Source: an optimization exercise on an open RTL-to-GDS flow (aim: small area and a short achievable clock period). Production flows keep margins and buffers that such runs may drop.
At most, simulation tests tie the RTL to the original design; equivalence was not proved.
Power is estimated from default activity; no workload was simulated.

==> module lowp2, before the edit <==
module lowp2(signal_in,
             signal_out,
             time_constant,
             clock_in,
             reset,
             enable);
input                 enable;
input  signed [27:0]  signal_in;
output signed [27:0]  signal_out;
input  signed [4:0]   time_constant;
input                 clock_in;
input                 reset;
localparam N = 256;
localparam W = 36;
reg  [28*(N-1)-1:0] sr;     
reg  [27:0]     last;       
reg  [7:0]      cnt;        
reg             full;       
reg  [W-1:0]    sumn;       
reg  [27:0]     outq;       
wire            full_next = ~reset & (full | (cnt == 8'd255));
wire [W-1:0] base = ~sumn - {{(W-28){last[27]}}, last};
wire [W-1:0] nsum, nsumn;
lowp2_add #(.W(W)) add (.a({{(W-28){signal_in[27]}}, signal_in}), .b(base), .clr(reset),
                        .y(nsum), .yn(nsumn));
always @(posedge clock_in) begin
    sr   <= {sr[28*(N-2)-1:0], signal_in};
    last <= full_next ? sr[28*(N-1)-1 -: 28] : 28'd0;
end
always @(posedge clock_in) begin
    if (reset) begin
        cnt  <= 8'd0;
        full <= 1'b0;
    end else begin
        cnt  <= cnt + 8'd1;
        full <= full_next;
    end
    sumn <= nsumn;
    outq <= nsum[W-1:8];
end
assign signal_out = outq;
endmodule
==> module lowp2_add, before the edit <==
module lowp2_add #(parameter W = 36) (a, b, clr, y, yn);
input  [W-1:0] a;
input  [W-1:0] b;
input          clr;
output [W-1:0] y;
output [W-1:0] yn;
wire [W-1:0] gn0 = ~(a & b);
wire [W-1:0] pn0 = ~(a ^ b);
wire [W-1:0] p   = a ^ b;
wire [W-1:0] g1, p1, gn2, pn2, g3, p3, gn4, pn4, g5, p5, gn6, pn6;
lowp2_pfx_n #(.W(W), .D(1))  l1 (.gn(gn0), .pn(pn0), .g(g1),  .p(p1));
lowp2_pfx_t #(.W(W), .D(2))  l2 (.g(g1),  .p(p1),  .gn(gn2), .pn(pn2));
lowp2_pfx_n #(.W(W), .D(4))  l3 (.gn(gn2), .pn(pn2), .g(g3),  .p(p3));
lowp2_pfx_t #(.W(W), .D(8))  l4 (.g(g3),  .p(p3),  .gn(gn4), .pn(pn4));
lowp2_pfx_n #(.W(W), .D(16)) l5 (.gn(gn4), .pn(pn4), .g(g5),  .p(p5));
lowp2_pfx_t #(.W(W), .D(32)) l6 (.g(g5),  .p(p5),  .gn(gn6), .pn(pn6));
lowp2_sum #(.W(W)) s (.p(p), .cn({gn6[W-2:0], 1'b1}), .clr(clr), .y(y), .yn(yn));
endmodule
==> module lowp2_sum, before the edit <==
module lowp2_sum #(parameter W = 36) (p, cn, clr, y, yn);
input  [W-1:0] p;
input  [W-1:0] cn;
input          clr;
output [W-1:0] y;
output [W-1:0] yn;
assign yn = (p ^ cn) | {W{clr}};
assign y  = ~yn;
endmodule
clock: 18.0 ns
lec_check: 0
cap_margin: 20
core_margin: 2
core_utilization: 62
place_density: 0.72
slew_margin: 20
synth_hierarchical: 1
synth_minimum_keep_size: 0
standard.sh (not shown) runs the stock make flow with config.mk's settings and CLKGATE_MAP_FILE= SYNTH_SCRIPT=/design/flow/synth_recipe.tcl, a recipe that flattens the netlist after the stock synthesis.
==> flow/flow/run.sh <==
#!/bin/bash
# The standard layout (the standard.sh), with changes to how it is made:
#  - ports are buffered with buf_4 instead of the delay buffer buffer_ports picks by default;
#  - CTS inserts no dummy loads, and drives up to 20 flip-flops from each clkbuf_8 leaf;
#  - timing repair aims for a setup margin, so that it sizes the few paths through the
#    adder and the ports for speed (the SDC and its clock period are the standard flow's, unchanged);
set -euo pipefail
CTS="-sink_clustering_enable -repair_clock_nets -dont_use_dummy_load"
CTS="$CTS -sink_clustering_size 20 -sink_clustering_max_diameter 50 -branching_point_buffers_distance 1000 -distance_between_buffers 200"
CTS="$CTS -sink_clustering_buffer sky130_fd_sc_hd__clkbuf_8"
# all ports on one stretch of the left edge, beside the adder and the sum registers
PINS="-exclude top:* -exclude bottom:* -exclude right:* -exclude left:0-200 -exclude left:300-490"
bash standard.sh \
  "BUFFER_PORTS_ARGS=-buffer_cell sky130_fd_sc_hd__buf_4" \
  "CTS_ARGS=$CTS" \
  "PLACE_PINS_ARGS=$PINS" \
  "SETUP_SLACK_MARGIN=13.6" \
  finish > standard_make.log 2>&1
Next try:
--- a/flow/design.v
+++ b/flow/design.v
@@ -15,15 +15,14 @@
 reg  [28*(N-1)-1:0] sr;     
 reg  [27:0]     last;       
 reg  [7:0]      cnt;        
 reg             full;       
-reg  [W-1:0]    sumn;       
-reg  [27:0]     outq;       
+reg  [W-1:0]    sum;        
 wire            full_next = ~reset & (full | (cnt == 8'd255));
-wire [W-1:0] base = ~sumn - {{(W-28){last[27]}}, last};
-wire [W-1:0] nsum, nsumn;
+wire [W-1:0] base = sum - {{(W-28){last[27]}}, last};
+wire [W-1:0] nsum;
 lowp2_add #(.W(W)) add (.a({{(W-28){signal_in[27]}}, signal_in}), .b(base), .clr(reset),
-                        .y(nsum), .yn(nsumn));
+                        .y(nsum));
 always @(posedge clock_in) begin
     sr   <= {sr[28*(N-2)-1:0], signal_in};
     last <= full_next ? sr[28*(N-1)-1 -: 28] : 28'd0;
 end
@@ -34,19 +33,17 @@
     end else begin
         cnt  <= cnt + 8'd1;
         full <= full_next;
     end
-    sumn <= nsumn;
-    outq <= nsum[W-1:8];
+    sum <= nsum;
 end
-assign signal_out = outq;
+assign signal_out = sum[W-1:8];
 endmodule
-module lowp2_add #(parameter W = 36) (a, b, clr, y, yn);
+module lowp2_add #(parameter W = 36) (a, b, clr, y);
 input  [W-1:0] a;
 input  [W-1:0] b;
 input          clr;
 output [W-1:0] y;
-output [W-1:0] yn;
 wire [W-1:0] gn0 = ~(a & b);
 wire [W-1:0] pn0 = ~(a ^ b);
 wire [W-1:0] p   = a ^ b;
 wire [W-1:0] g1, p1, gn2, pn2, g3, p3, gn4, pn4, g5, p5, gn6, pn6;
@@ -55,9 +52,9 @@
 lowp2_pfx_n #(.W(W), .D(4))  l3 (.gn(gn2), .pn(pn2), .g(g3),  .p(p3));
 lowp2_pfx_t #(.W(W), .D(8))  l4 (.g(g3),  .p(p3),  .gn(gn4), .pn(pn4));
 lowp2_pfx_n #(.W(W), .D(16)) l5 (.gn(gn4), .pn(pn4), .g(g5),  .p(p5));
 lowp2_pfx_t #(.W(W), .D(32)) l6 (.g(g5),  .p(p5),  .gn(gn6), .pn(pn6));
-lowp2_sum #(.W(W)) s (.p(p), .cn({gn6[W-2:0], 1'b1}), .clr(clr), .y(y), .yn(yn));
+lowp2_sum #(.W(W)) s (.p(p), .cn({gn6[W-2:0], 1'b1}), .clr(clr), .y(y));
 endmodule
 module lowp2_pfx_t #(parameter W = 36, parameter D = 1) (g, p, gn, pn);
 input  [W-1:0] g;
 input  [W-1:0] p;
@@ -93,13 +90,11 @@
         end
     end
 endgenerate
 endmodule
-module lowp2_sum #(parameter W = 36) (p, cn, clr, y, yn);
+module lowp2_sum #(parameter W = 36) (p, cn, clr, y);
 input  [W-1:0] p;
 input  [W-1:0] cn;
 input          clr;
 output [W-1:0] y;
-output [W-1:0] yn;
-assign yn = (p ^ cn) | {W{clr}};
-assign y  = ~yn;
+assign y = ~((p ^ cn) | {W{clr}});
 endmodule
=>
- The changed run passed the timing, design-rule and antenna checks
- total power went down by 3.8%
- final area went down by 1.1%
- cell count went down by 0.84%
- routed wire length went up by 0.73%
- worst setup slack loses 0.088 ns
- clock-buffer cell count went down by 7
- hold slack loses 0.015 ns
- non-clock buffer count went down by 16
- area after synthesis went down by 0.45%
For the first run of this note, only the layout was checked, not whether the RTL still works.

lowp2 with an RTL version that a note above also has.
For scale: roughly 8100 cells after synthesis, ~64 I/O pins, ~150000 sq um of cells after synthesis.
==> module lowp2, before the edit <==
module lowp2(signal_in,
             signal_out,
             time_constant,
             clock_in,
             reset,
             enable);
input                 enable;
input  signed [27:0]  signal_in;
output signed [27:0]  signal_out;
input  signed [4:0]   time_constant;
input                 clock_in;
input                 reset;
localparam N = 256;
localparam W = 36;
reg  [28*(N-1)-1:0] sr;     
reg  [27:0]     last;       
reg  [7:0]      cnt;        
reg             full;       
reg  [W-1:0]    sum;        
wire            full_next = ~reset & (full | (cnt == 8'd255));
wire [W-1:0] base = sum - {{(W-28){last[27]}}, last};
wire [W-1:0] nsum;
lowp2_add #(.W(W)) add (.a({{(W-28){signal_in[27]}}, signal_in}), .b(base), .clr(reset),
                        .y(nsum));
always @(posedge clock_in) begin
    sr   <= {sr[28*(N-2)-1:0], signal_in};
    last <= full_next ? sr[28*(N-1)-1 -: 28] : 28'd0;
end
always @(posedge clock_in) begin
    if (reset) begin
        cnt  <= 8'd0;
        full <= 1'b0;
    end else begin
        cnt  <= cnt + 8'd1;
        full <= full_next;
    end
    sum <= nsum;
end
assign signal_out = sum[W-1:8];
endmodule
==> module lowp2_add, before the edit <==
module lowp2_add #(parameter W = 36) (a, b, clr, y);
input  [W-1:0] a;
input  [W-1:0] b;
input          clr;
output [W-1:0] y;
wire [W-1:0] gn0 = ~(a & b);
wire [W-1:0] pn0 = ~(a ^ b);
wire [W-1:0] p   = a ^ b;
wire [W-1:0] g1, p1, gn2, pn2, g3, p3, gn4, pn4, g5, p5, gn6, pn6;
lowp2_pfx_n #(.W(W), .D(1))  l1 (.gn(gn0), .pn(pn0), .g(g1),  .p(p1));
lowp2_pfx_t #(.W(W), .D(2))  l2 (.g(g1),  .p(p1),  .gn(gn2), .pn(pn2));
lowp2_pfx_n #(.W(W), .D(4))  l3 (.gn(gn2), .pn(pn2), .g(g3),  .p(p3));
lowp2_pfx_t #(.W(W), .D(8))  l4 (.g(g3),  .p(p3),  .gn(gn4), .pn(pn4));
lowp2_pfx_n #(.W(W), .D(16)) l5 (.gn(gn4), .pn(pn4), .g(g5),  .p(p5));
lowp2_pfx_t #(.W(W), .D(32)) l6 (.g(g5),  .p(p5),  .gn(gn6), .pn(pn6));
lowp2_sum #(.W(W)) s (.p(p), .cn({gn6[W-2:0], 1'b1}), .clr(clr), .y(y));
endmodule
==> module lowp2_sum, before the edit <==
module lowp2_sum #(parameter W = 36) (p, cn, clr, y);
input  [W-1:0] p;
input  [W-1:0] cn;
input          clr;
output [W-1:0] y;
assign y = ~((p ^ cn) | {W{clr}});
endmodule
==> flow/config.mk <==
export PLATFORM = sky130hd
export DESIGN_NAME = lowp2
export DESIGN_NICKNAME = lowp2
export VERILOG_FILES = /design/flow/design.v
export SDC_FILE = /design/flow/constraint.sdc
export NUM_CORES = 4
export LEC_CHECK = 0
export CAP_MARGIN = 20
export CORE_MARGIN = 2
export CORE_UTILIZATION = 62
export PLACE_DENSITY = 0.72
export SLEW_MARGIN = 20
export SYNTH_HIERARCHICAL = 1
export SYNTH_MINIMUM_KEEP_SIZE = 0
==> flow/constraint.sdc <==
create_clock -name core_clock -period 18.0 [get_ports {clock_in}]
set_input_delay 3.6000 -clock core_clock [delete_from_list [all_inputs] [get_ports {clock_in}]]
set_output_delay 3.6000 -clock core_clock [all_outputs]
set_load 0.01 [all_outputs]
==> flow/flow/run.sh <==
#!/bin/bash
# The standard layout (the standard.sh), with changes to how it is made:
#  - ports are buffered with buf_4 instead of the delay buffer buffer_ports picks by default;
#  - CTS inserts no dummy loads, and drives up to 18 flip-flops from each clkbuf_8 leaf;
#  - timing repair aims for a setup margin, so that it sizes the few paths through the
#    adder and the ports for speed (the SDC and its clock period are the standard flow's, unchanged);
set -euo pipefail
CTS="-sink_clustering_enable -repair_clock_nets -dont_use_dummy_load"
CTS="$CTS -sink_clustering_size 18 -sink_clustering_max_diameter 50"
CTS="$CTS -sink_clustering_buffer sky130_fd_sc_hd__clkbuf_8"
bash standard.sh \
  "BUFFER_PORTS_ARGS=-buffer_cell sky130_fd_sc_hd__buf_4" \
  "CTS_ARGS=$CTS" \
  "SETUP_SLACK_MARGIN=13.8" \
  finish > standard_make.log 2>&1
Next try:
--- a/flow/design.v
+++ b/flow/design.v
@@ -15,14 +15,15 @@
 reg  [28*(N-1)-1:0] sr;     
 reg  [27:0]     last;       
 reg  [7:0]      cnt;        
 reg             full;       
-reg  [W-1:0]    sum;        
+reg  [W-1:0]    sumn;       
+reg  [27:0]     outq;       
 wire            full_next = ~reset & (full | (cnt == 8'd255));
-wire [W-1:0] base = sum - {{(W-28){last[27]}}, last};
-wire [W-1:0] nsum;
+wire [W-1:0] base = ~sumn - {{(W-28){last[27]}}, last};
+wire [W-1:0] nsum, nsumn;
 lowp2_add #(.W(W)) add (.a({{(W-28){signal_in[27]}}, signal_in}), .b(base), .clr(reset),
-                        .y(nsum));
+                        .y(nsum), .yn(nsumn));
 always @(posedge clock_in) begin
     sr   <= {sr[28*(N-2)-1:0], signal_in};
     last <= full_next ? sr[28*(N-1)-1 -: 28] : 28'd0;
 end
@@ -33,17 +34,19 @@
     end else begin
         cnt  <= cnt + 8'd1;
         full <= full_next;
     end
-    sum <= nsum;
+    sumn <= nsumn;
+    outq <= nsum[W-1:8];
 end
-assign signal_out = sum[W-1:8];
+assign signal_out = outq;
 endmodule
-module lowp2_add #(parameter W = 36) (a, b, clr, y);
+module lowp2_add #(parameter W = 36) (a, b, clr, y, yn);
 input  [W-1:0] a;
 input  [W-1:0] b;
 input          clr;
 output [W-1:0] y;
+output [W-1:0] yn;
 wire [W-1:0] gn0 = ~(a & b);
 wire [W-1:0] pn0 = ~(a ^ b);
 wire [W-1:0] p   = a ^ b;
 wire [W-1:0] g1, p1, gn2, pn2, g3, p3, gn4, pn4, g5, p5, gn6, pn6;
@@ -52,9 +55,9 @@
 lowp2_pfx_n #(.W(W), .D(4))  l3 (.gn(gn2), .pn(pn2), .g(g3),  .p(p3));
 lowp2_pfx_t #(.W(W), .D(8))  l4 (.g(g3),  .p(p3),  .gn(gn4), .pn(pn4));
 lowp2_pfx_n #(.W(W), .D(16)) l5 (.gn(gn4), .pn(pn4), .g(g5),  .p(p5));
 lowp2_pfx_t #(.W(W), .D(32)) l6 (.g(g5),  .p(p5),  .gn(gn6), .pn(pn6));
-lowp2_sum #(.W(W)) s (.p(p), .cn({gn6[W-2:0], 1'b1}), .clr(clr), .y(y));
+lowp2_sum #(.W(W)) s (.p(p), .cn({gn6[W-2:0], 1'b1}), .clr(clr), .y(y), .yn(yn));
 endmodule
 module lowp2_pfx_t #(parameter W = 36, parameter D = 1) (g, p, gn, pn);
 input  [W-1:0] g;
 input  [W-1:0] p;
@@ -90,11 +93,13 @@
         end
     end
 endgenerate
 endmodule
-module lowp2_sum #(parameter W = 36) (p, cn, clr, y);
+module lowp2_sum #(parameter W = 36) (p, cn, clr, y, yn);
 input  [W-1:0] p;
 input  [W-1:0] cn;
 input          clr;
 output [W-1:0] y;
-assign y = ~((p ^ cn) | {W{clr}});
+output [W-1:0] yn;
+assign yn = (p ^ cn) | {W{clr}};
+assign y  = ~yn;
 endmodule
Global-route usage shrinks by 0.49 points.
First-iteration DRC count decreases by 12%.
Utilization goes up by 0.43 points.
Die area climbs by 0.45%.
Hold slack improved by 26 ps.
Wire length fell by 3.8%.
Combinational power goes up by 16%.
Count of clock-buffer cells in the layout went down by 5.
Setup slack got worse by 42 ps.
Cell area increases by 0.81%.
Register-to-register slack hardly moves.
Total power climbs by about 2.4%.
Only the layout flow was run in the second run of this note; the RTL was not checked for function there.

[port drivers added, routing unchanged]
The results above use ideal ports. As a check the final layouts listed here were re-extracted and re-timed, cells and wires unchanged. Step 1 assumes that a clkbuf_16 drives the clock port and a buf_2 every other input. Step 2 times the ports against the registers' clock, not the clock port: input delays grow and output delays shrink by t, the midpoint of the rising clock arrivals with the driver on. Slacks: ideal ports / drivers / drivers and shift; pairs: ideal ports / drivers.
| run | t, ns | setup slack, ns | worst register clock-pin slew, ns | worst data-port slew with drivers (ns) |
|---|---|---|---|---|
| the first run of note 1 | 0.859 | 13.094 / 13.028 / 12.448 | 0.13 / 0.13 | 0.10 |
| the second run of note 1 | 0.869 | 13.007 / 12.942 / 12.426 | 0.12 / 0.12 | 0.11 |
| the first run of note 2 | 0.970 | 13.028 / 12.937 / 12.475 | 0.12 / 0.12 | 0.15 |
| the second run of note 2 | 0.992 | 12.986 / 12.892 / 12.355 | 0.11 / 0.11 | 0.11 |
After both steps every run listed still meets setup and hold. For the first run of note 1, which loses most, drivers alone change the setup slack by -0.066 ns; drivers and shift together by -0.646 ns.
